Source: an optimization exercise on an open RTL-to-GDS flow (aim: small area, a short achievable clock period and few clock cycles). Production flows keep margins and buffers that such runs may drop. The RTL was checked by simulation tests, not by an equivalence proof against the original design. Power figures rest on the tool's default switching activity, not on a simulated workload.

run 1:
// CPU_6507
module CPU_6507(
	output [12:0] addr_bus,
	output [7:0] d_out,
	input [7:0] d_in,
	output reg wenb,
	input clk,
	input rstb,
	input rdy
);
For scale: ~1400 cells after synthesis, roughly 110 flip-flops, ~33 I/O pins, roughly 8500 µm² of cells after synthesis.
Settings: LEC_CHECK=0, ABC_AREA=1, CAP_MARGIN=20, CORE_MARGIN=2, CORE_UTILIZATION=60, SLEW_MARGIN=20; clock period 9.0 ns.
standard.sh (not shown) runs the stock make flow with config.mk's settings and CLKGATE_MAP_FILE= SYNTH_SCRIPT=/design/flow/synth_recipe.tcl, a recipe that flattens the netlist after the stock synthesis.
==> flow/flow/run.sh <==
#!/bin/bash
set -euo pipefail
bash standard.sh SETUP_SLACK_MARGIN=6.0 finish > flow_make.log 2>&1
Run 1: no failed stages, no open violations at the end
Testbench counts of run 1, summed over its fixed seeds: cycles 244,174.
Changes in run 2 relative to run 1:
==> flow/flow/run.sh <==
#!/bin/bash
set -euo pipefail
bash standard.sh SETUP_SLACK_MARGIN=5.5 finish > flow_make.log 2>&1
[summary]
Run 2 — switching fraction of total power 1.4 points lower, run 1 as reference
Run 2 vs run 1 on setup slack after placement: run 2 is the lower one.
In the metrics for run 1 and run 2, the one carrying the lower clock tree buffer count of the final layout is run 1.
For run 3, these inputs were changed with respect to run 2:
- ABC_AREA no longer set, was 1
==> flow/flow/run.sh <==
#!/bin/bash
set -euo pipefail
bash standard.sh "BUFFER_PORTS_ARGS=-buffer_cell sky130_fd_sc_hd__buf_4" SETUP_SLACK_MARGIN=5.8 finish > flow_make.log 2>&1
Findings:
Between run 2 and run 3, fraction of power consumed by the clock network decreased. Run 3 reports its top contributor to total power as combinational cells while run 2 reports registers. [compare] base=run 2 new=run 3: time the final worst path needs with I/O delays and setup saw an increase; hold slack saw an increase; sum of routed wire length over all layers increased by about 13% relative to the old numbers; switching part of the total +2.9 points. Going from run 2 to run 3, the die area was enlarged. The fmax of run 3 falls short of that of run 2 by 1.9%.
What run 4 does differently from run 3 at the input level:
- an added ABC_AREA of 1
- an added CTS_BUF_LIST of sky130_fd_sc_hd__clkbuf_4 sky130_fd_sc_hd__clkbuf_8
Notes after the runs:
In run 4 relative to run 3, first-pass GRT wire length had gone down by more than 10%. Run 4 reports its combinational family with the most area after synthesis as simple AND/OR/NAND/NOR gates while run 3 reports compound AO/OA/AOI/OAI gates. Summary of run 4 over run 3: total number of vias shows a reduction of 0.68%; setup slack rose by 0.23 ns; total nets after synthesis up 223. Between run 3 and run 4, combinational power is higher for run 3, run 4 comes in under that. Critical path launch point = DL[0]: run 3; critical path launch point = PC[9]: run 4.
Changes in run 5 relative to run 4:
- removing CTS_BUF_LIST (formerly sky130_fd_sc_hd__clkbuf_4 sky130_fd_sc_hd__clkbuf_8)
- changing CORE_UTILIZATION from 60 to 55
==> comparison <==
- On worst slack on hold paths, run 5 and run 4 are neck and neck.
- Run 5: done, clean on timing, DRC and antenna
- As far as sequential share of layout area is concerned, run 4 and run 5 perform about the same.
- Run 5 vs. run 4: count of inserted tapcells now sits higher; non-clock buffer area fraction after layout saw a decrease; wire length barely changed; arrival time at the worst endpoint now smaller.
- Compared with run 4, run 5 shows a met2 wirelength from detailed routing that is 420 µm higher.
- Number of vias per cell after detailed routing for run 5 is lower than for run 4.
- Diff run 4..run 5 | buffer depth of the longest clock path | unchanged
- Lower share of cell area taken by multi-input logic gates goes to run 5 over run 4.
- Wire length on met3 (run 5 vs. run 4) decreases by more than 10%
Input-level comparison between run 6 and run 5:
- a change of CORE_UTILIZATION from 55 to 60
==> flow/flow/run.sh <==
#!/bin/bash
set -euo pipefail
bash standard.sh ADDER_MAP_FILE= "BUFFER_PORTS_ARGS=-buffer_cell sky130_fd_sc_hd__buf_4" SETUP_SLACK_MARGIN=5.8 finish > flow_make.log 2>&1
### Flow results
Result for run 6 and run 5: all clean
Comparing sequential share of layout area for run 6 and run 5, the bigger number came from run 6.
Looking at post-synthesis instance area across run 6 and run 5, the one that comes out lower is run 6.
From run 5 to run 6 the numbers moved as follows: placer congestion estimate went up by 8.5%, number of vias in the routed layout saw an increase, final critical-path share of the clock period held steady.

-- afterwards: timing with drivers on the ports --
Ports are ideal in the flow. The routed layouts listed here were re-timed in OpenROAD. Step 1 assumes that a clkbuf_16 drives the clock port and a buf_2 every other input. Step 2 adds t to the input delays and takes it off the output delays; t is the mean of the earliest and latest rising clock arrival at the registers after step 1. Input paths then give back, and output paths get back, about the clock's delay inside the block. Three values: no drivers, after step 1, after step 2; two values: the first two.
run	shift t [ns]	setup WS [ns]	hold slack, ns	worst data-port slew with drivers (ns)	cell pins on the clock port's net
run 1	0.411	5.733 / 5.689 / 5.626	0.480 / 0.480 / 0.480	0.04	1
run 2	0.407	5.508 / 5.463 / 5.206	0.471 / 0.471 / 0.471	0.03	1
run 3	0.414	5.441 / 5.441 / 5.326	0.508 / 0.508 / 0.508	0.06	1
run 4	0.452	5.673 / 5.633 / 5.471	0.474 / 0.474 / 0.474	0.03	1
run 5	0.409	5.771 / 5.723 / 5.503	0.475 / 0.475 / 0.475	0.03	1
run 6	0.404	5.758 / 5.716 / 5.444	0.473 / 0.473 / 0.473	0.03	1
After both steps setup and hold are still met in every run listed. The setup slack of run 6, which loses most, moves by -0.042 ns with the drivers and by -0.314 ns with both steps.
